What follows belongs to an exercise in optimizing a design on an open flow for small area; a production flow would make more cautious choices.
The RTL was checked by simulation tests, not by an equivalence proof against the original design.
Power is estimated from default activity; no workload was simulated.

==> v3 <==
==> flow/design.v <==
`default_nettype none
module main(clk, buttons, init_cells, leds, rgb, cols, rows);
input wire clk;
input wire [1:0] buttons;
input wire [63:0] init_cells;
output logic [1:0] leds;
output logic [2:0] rgb;
output logic [7:0] cols;
output logic [7:0] rows;
logic [63:0] cells;
logic [7:0] game_lo;       
logic game_hi;             
logic [2:0] display_counter;
logic [2:0] x;
logic [2:0] todo;          
logic [7:0] first_old;     
logic [7:0] prev_old;      
logic rst, load, step, adv;
always_comb begin
  rst = buttons[0];
  load = buttons[0] | buttons[1];
  step = game_hi;
  adv = display_counter[2];
end
always_comb begin
  leds[0] = buttons[0] ^ buttons[1];
  leds[1] = buttons[0] & buttons[1];
  rgb[0] = ~( buttons[0] & ~buttons[1]);
  rgb[1] = ~(~buttons[0] &  buttons[1]);
  rgb[2] = ~( buttons[0] &  buttons[1]);
end
logic [2:0] t;
logic [7:0] dt;
logic [7:0] w0, w1, w2;
integer j;
always_comb begin
  t = x + {2'd0, adv};
  dt = 8'd1 << t;
  w0 = 8'd0; w1 = 8'd0; w2 = 8'd0;
  for (j = 0; j < 8; j = j + 1) begin
    w0 = w0 | ({8{dt[(j+1)%8]}} & cells[8*j +: 8]);
    w1 = w1 | ({8{dt[j]}} & cells[8*j +: 8]);
    if (j > 0) w2 = w2 | ({8{dt[j-1]}} & cells[8*j +: 8]);
  end
  rows = ~(adv ? w0 : w1);
  cols = 8'd1 << x;
end
logic [7:0] above, below, center, next_row;
logic [7:0] u0, u1;      
logic [9:0] v0, v1;      
logic l0, lc, hs, hc;
logic [3:0] tot, nb;
integer k;
always_comb begin
  center = w1;
  if (dt[0]) above = 8'd0;
  else if (step) above = w0;
  else above = prev_old;
  if (!step && (todo == 3'd1) && !dt[7]) below = first_old;
  else below = w2;
  v0[0] = 1'b0; v1[0] = 1'b0; v0[9] = 1'b0; v1[9] = 1'b0;
  for (k = 0; k < 8; k = k + 1) begin
    u0[k] = above[k] ^ below[k];
    u1[k] = above[k] & below[k];
    v0[k+1] = u0[k] ^ center[k];
    v1[k+1] = u1[k] | (u0[k] & center[k]);
  end
  for (k = 0; k < 8; k = k + 1) begin
    l0 = v0[k] ^ v0[k+2] ^ u0[k];
    lc = (v0[k] & v0[k+2]) | (u0[k] & (v0[k] ^ v0[k+2]));
    hs = v1[k] ^ v1[k+2] ^ u1[k];
    hc = (v1[k] & v1[k+2]) | (u1[k] & (v1[k] ^ v1[k+2]));
    next_row[k] = ~hc & (hs ^ lc) & (l0 | center[k]);
  end
end
logic [7:0] game_lo_next;
logic game_lo_last;
always_comb begin
  game_lo_next = {game_lo[6:0], game_lo[7] ^ game_lo[5] ^ game_lo[4] ^ game_lo[3] ^ (game_lo[6:0] == 7'd0)};
  game_lo_last = (game_lo == 8'h80);
end
logic upd;
logic [7:0] we, hold;
always_comb begin
  upd = ~load & (step | (adv & (todo != 3'd0)));
  we = dt & {8{upd}};
  hold = ~we & {8{~load}};
end
always_ff @(posedge clk) begin
  if (rst) begin
    game_lo <= 8'd0;
    game_hi <= 1'b0;
    display_counter <= 3'd0;
    x <= 3'd0;
  end else begin
    game_lo <= step ? 8'd0 : game_lo_next;
    game_hi <= ~step & game_lo_last;
    display_counter <= adv ? 3'd0 : display_counter + 3'd1;
    x <= t;
  end
  for (int y = 0; y < 8; y++)
    cells[8*y +: 8] <= (init_cells[8*y +: 8] & {8{load}}) | (next_row & {8{we[y]}})
                     | (cells[8*y +: 8] & {8{hold[y]}});
  if (load) todo <= 3'd0;
  else if (step) todo <= 3'd7;
  else if (adv && (todo != 3'd0)) todo <= todo - 3'd1;
  if (step) first_old <= w1;
  if (step | adv) prev_old <= w1;
end
endmodule
`default_nettype wire
==> flow/flow/run.sh <==
#!/bin/bash
# Layout flow: the standard flow (standard.sh), with these changes:
#  - synthesis maps the logic with the area-oriented ABC script in
#    flow/abc_area.script instead of ORFS's speed script (the registers are
#    mapped before ABC runs, so they are the standard synthesis's);
#  - synthesis leaves the adders to ABC (no full/half-adder cell extraction);
#  - the port buffers are sky130_fd_sc_hd__buf_1 cells;
#  - clock tree synthesis adds no dummy loads.
# Each step's full output goes to a log file in the work folder.
set -euo pipefail
W=$PWD
cat > "$W/area_synth.tcl" <<EOF
proc abc {args} {
  set i [lsearch -exact \$args -script]
  if {\$i >= 0} { set args [lreplace \$args \$i [expr {\$i + 1}] -script $W/flow/abc_area.script] }
  yosys abc {*}\$args
}
source $W/synth_recipe.tcl
EOF
sed "s#SYNTH_SCRIPT=[^ ]*#SYNTH_SCRIPT=$W/area_synth.tcl#" standard.sh > area_standard.sh
grep -q "SYNTH_SCRIPT=$W/area_synth.tcl" area_standard.sh
export ADDER_MAP_FILE=
export CTS_ARGS="-sink_clustering_enable -repair_clock_nets -dont_use_dummy_load -buf_list \"sky130_fd_sc_hd__clkbuf_4 sky130_fd_sc_hd__clkbuf_8\""
export BUFFER_PORTS_ARGS="-buffer_cell sky130_fd_sc_hd__buf_1"
bash area_standard.sh synth > "$W/synth.log" 2>&1
bash area_standard.sh > "$W/layout.log" 2>&1
test -f out/final.def
==> flow/flow/abc_area.script <==
strash
dc2
dc2
dch -f
map -a
strash
dch -f
map -a
topo
==> flow/standard.sh <==
#!/bin/bash
# synth_recipe.tcl (not shown) runs the flow's synth.tcl, then flattens the netlist and writes it again
# the make line also repeats each setting of config.mk as NAME=value (left out here)
make -C /OpenROAD-flow-scripts/flow DESIGN_CONFIG=/design/flow/config.mk WORK_HOME=/design/flow/orfs CLKGATE_MAP_FILE= SYNTH_SCRIPT=/design/flow/synth_recipe.tcl "${@:-finish}"
==> flow/config.mk <==
export PLATFORM = sky130hd
export DESIGN_NAME = main
export DESIGN_NICKNAME = main
export VERILOG_FILES = /design/flow/design.v
export SDC_FILE = /design/flow/constraint.sdc
export NUM_CORES = 4
export LEC_CHECK = 0
export CAP_MARGIN = 5
export CORE_MARGIN = 2
export CORE_UTILIZATION = 40
export CTS_BUF_LIST = sky130_fd_sc_hd__clkbuf_8
export GPL_TIMING_DRIVEN = 0
export PLACE_DENSITY = 0.6
export SLEW_MARGIN = 5
==> flow/constraint.sdc <==
create_clock -name core_clock -period 7.0 [get_ports {clk}]
set_input_delay 1.4000 -clock core_clock [delete_from_list [all_inputs] [get_ports {clk}]]
set_output_delay 1.4000 -clock core_clock [all_outputs]
set_load 0.01 [all_outputs]
==> v18 (differences from v3) <==
==> flow/design.v, changed modules only <==
module main(clk, buttons, init_cells, leds, rgb, cols, rows);
input wire clk;
input wire [1:0] buttons;
input wire [63:0] init_cells;
output logic [1:0] leds;
output logic [2:0] rgb;
output logic [7:0] cols;
output logic [7:0] rows;
logic [63:0] cells;
logic [8:0] game_counter;
logic [2:0] display_counter;
logic [2:0] x;
logic pending;           
logic [2:0] first_row;   
logic [7:0] first_old;   
logic [7:0] prev_old;    
logic rst, load, step, adv;
always_comb begin
  rst = buttons[0];
  load = buttons[0] | buttons[1];
  step = game_counter[8];
  adv = display_counter[2];
end
always_comb begin
  leds[0] = buttons[0] ^ buttons[1];
  leds[1] = buttons[0] & buttons[1];
  rgb[0] = ~( buttons[0] & ~buttons[1]);
  rgb[1] = ~(~buttons[0] &  buttons[1]);
  rgb[2] = ~( buttons[0] &  buttons[1]);
end
logic [2:0] t;
logic [7:0] dt;
logic [7:0] w0, w1, w2;
integer j;
always_comb begin
  t = x + {2'd0, adv};
  dt = 8'd1 << t;
  w0 = 8'd0; w1 = 8'd0; w2 = 8'd0;
  for (j = 0; j < 8; j = j + 1) begin
    w0 = w0 | ({8{dt[(j+1)%8]}} & cells[8*j +: 8]);
    w1 = w1 | ({8{dt[j]}} & cells[8*j +: 8]);
    w2 = w2 | ({8{dt[(j+7)%8]}} & cells[8*j +: 8]);
  end
  rows = ~(adv ? w0 : w1);
  cols = 8'd1 << x;
end
logic [7:0] above, below, center, next_row;
logic [7:0] u0, u1;      
logic [9:0] v0, v1;      
logic l0, lc, hs, hc;
integer k;
always_comb begin
  center = w1;
  if (dt[0]) above = 8'd0;
  else if (step) above = w0;
  else above = prev_old;
  if (dt[7]) below = 8'd0;
  else if (!step && (t + 3'd1 == first_row)) below = first_old;
  else below = w2;
  v0[0] = 1'b0; v1[0] = 1'b0; v0[9] = 1'b0; v1[9] = 1'b0;
  for (k = 0; k < 8; k = k + 1) begin
    {u1[k], u0[k]} = {1'b0, above[k]} + {1'b0, below[k]};
    {v1[k+1], v0[k+1]} = {1'b0, above[k]} + {1'b0, center[k]} + {1'b0, below[k]};
  end
  for (k = 0; k < 8; k = k + 1) begin
    {lc, l0} = {1'b0, v0[k]} + {1'b0, v0[k+2]} + {1'b0, u0[k]};
    {hc, hs} = {1'b0, v1[k]} + {1'b0, v1[k+2]} + {1'b0, u1[k]};
    next_row[k] = ~hc & (hs ^ lc) & (l0 | center[k]);
  end
end
logic upd;
always_comb upd = step | (pending & adv & (t != first_row));
always_ff @(posedge clk) begin
  if (rst) begin
    game_counter <= 9'd0;
    display_counter <= 3'd0;
    x <= 3'd0;
  end else begin
    game_counter <= step ? 9'd0 : game_counter + 9'd1;
    display_counter <= adv ? 3'd0 : display_counter + 3'd1;
    x <= t;
  end
  if (load) begin
    cells <= init_cells;
    pending <= 1'b0;
  end else begin
    for (int y = 0; y < 8; y++)
      if (upd & dt[y]) cells[8*y +: 8] <= next_row;
    if (step) pending <= 1'b1;
    else if (adv && (t == first_row)) pending <= 1'b0;
  end
  if (step) begin
    first_row <= t;
    first_old <= w1;
  end
  if (step | adv) prev_old <= w1;
end
endmodule
==> flow/run.sh (new file) <==
#!/bin/bash
# synth_recipe.tcl (not shown) runs the flow's synth.tcl, then flattens the netlist and writes it again
# the make line also repeats each setting of config.mk as NAME=value (left out here)
make -C /OpenROAD-flow-scripts/flow DESIGN_CONFIG=/design/flow/config.mk WORK_HOME=/design/flow/orfs CLKGATE_MAP_FILE= SYNTH_SCRIPT=/design/flow/synth_recipe.tcl finish
Settings changed: CAP_MARGIN 5 to 20, CTS_BUF_LIST sky130_fd_sc_hd__clkbuf_8 to default, GPL_TIMING_DRIVEN 0 to default, SLEW_MARGIN 5 to 20.
removed: flow/flow/run.sh
removed: flow/flow/abc_area.script
removed: flow/standard.sh
==> v16 (differences from v3) <==
--- a/flow/design.v
+++ b/flow/design.v
@@ -40,7 +40,7 @@
   for (j = 0; j < 8; j = j + 1) begin
     w0 = w0 | ({8{dt[(j+1)%8]}} & cells[8*j +: 8]);
     w1 = w1 | ({8{dt[j]}} & cells[8*j +: 8]);
-    if (j > 0) w2 = w2 | ({8{dt[j-1]}} & cells[8*j +: 8]);
+    w2 = w2 | ({8{dt[(j+7)%8]}} & cells[8*j +: 8]);
   end
   rows = ~(adv ? w0 : w1);
   cols = 8'd1 << x;
@@ -56,7 +56,8 @@
   if (dt[0]) above = 8'd0;
   else if (step) above = w0;
   else above = prev_old;
-  if (!step && (todo == 3'd1) && !dt[7]) below = first_old;
+  if (dt[7]) below = 8'd0;
+  else if (!step && (todo == 3'd1)) below = first_old;
   else below = w2;
   v0[0] = 1'b0; v1[0] = 1'b0; v0[9] = 1'b0; v1[9] = 1'b0;
   for (k = 0; k < 8; k = k + 1) begin
--- a/flow/flow/run.sh
+++ b/flow/flow/run.sh
@@ -20,7 +20,7 @@
 sed "s#SYNTH_SCRIPT=[^ ]*#SYNTH_SCRIPT=$W/area_synth.tcl#" standard.sh > area_standard.sh
 grep -q "SYNTH_SCRIPT=$W/area_synth.tcl" area_standard.sh
 export ADDER_MAP_FILE=
-export CTS_ARGS="-sink_clustering_enable -repair_clock_nets -dont_use_dummy_load -buf_list \"sky130_fd_sc_hd__clkbuf_4 sky130_fd_sc_hd__clkbuf_8\""
+export CTS_ARGS="-sink_clustering_enable -repair_clock_nets -dont_use_dummy_load -buf_list sky130_fd_sc_hd__clkbuf_8"
 export BUFFER_PORTS_ARGS="-buffer_cell sky130_fd_sc_hd__buf_1"
 bash area_standard.sh synth > "$W/synth.log" 2>&1
 bash area_standard.sh > "$W/layout.log" 2>&1
Settings changed: CORE_UTILIZATION 40 to 55, PLACE_DENSITY 0.6 to 0.7.
==> flow_summary_export.csv <==
group,metric,value,unit
status,outcome,"timing/DRC/antenna clean",
cts,insertion_delay,370,ps
pwr,leakage,2.20,nW
final_layout,drive_gt1_frac,0.0330,
pwr,finalPower,1.30,mW
global_route,use_met2,0.549,
worst_setup_path,crit_type,"reg2reg",
global_route,grt_pass1_wl,28.9,mm
sta,setup_slack,653,ps
worst_setup_path,crit_top_cell,"nand2_1",
die,start_util,0.562,
drt,vias,6210,
logic_synthesis,synthXorXnorAreaFrac,0.0304,
pwr,p_switching,0.457,mW
-- figures above: v16

==> flow_summary_export.csv <==
group,metric,value,unit
status,outcome,"timing/DRC/antenna clean",
pwr,finalPower,3.17,mW
pwr,leakage,3.36,nW
drt,ant_nets,0,
worst_setup_path,crit_type,"reg2out",
sta,setup_slack,1170,ps
global_route,use_met2,0.353,
cts,insertion_delay,350,ps
place,pre_cts_ws,1420,ps
logic_synthesis,ys_warn_count,1,
sta,tightest_slew,1050,ps
sta,hold_slack,436,ps
logic_synthesis,synthXorXnorAreaFrac,0.0237,
global_route,grt_max_degree,52,
drt,vias,6556,
global_route,grt_pass1_wl,34.0,mm
-- figures above: v18

==> flow_summary_export.csv <==
group,metric,value,unit
status,outcome,"timing/DRC/antenna clean",
die,start_util,0.408,
pwr,finalPower,1.31,mW
sta,setup_slack,684,ps
final_layout,drive_gt1_frac,0.0328,
global_route,grt_pass1_wl,29.7,mm
drt,vias,5933,
global_route,grt_usage,0.266,
pwr,leakage,2.16,nW
sta,max_freq,0.158,GHz
worst_setup_path,crit_top_cell,"nand2_1",
cts,insertion_delay,380,ps
logic_synthesis,synthXorXnorAreaFrac,0.0356,
-- figures above: v3

==> afterwards: timing with drivers on the ports <==
In the flow no input, the clock included, has a driving cell. The finished layouts below were timed again as built, in two steps.
Step 1: set_driving_cell puts a clkbuf_16 on clk and a buf_2 on each other input, an assumption about the parent block.
Step 2 also shifts input and output timing later by t, the mid clock arrival at the registers, as if the neighbouring blocks saw the same clock.
Three values: no drivers, after step 1, after step 2; two values: the first two.
run	shift t [ns]	slack for setup (ns)	latest minus earliest clock arrival (ns)
v3	0.409	0.684 / 0.684 / 0.684	0.019 / 0.019
v18	0.397	1.173 / 1.127 / 1.311	0.009 / 0.009
v16	0.395	0.653 / 0.653 / 0.653	0.021 / 0.021
After both steps setup and hold are still met in every run listed.
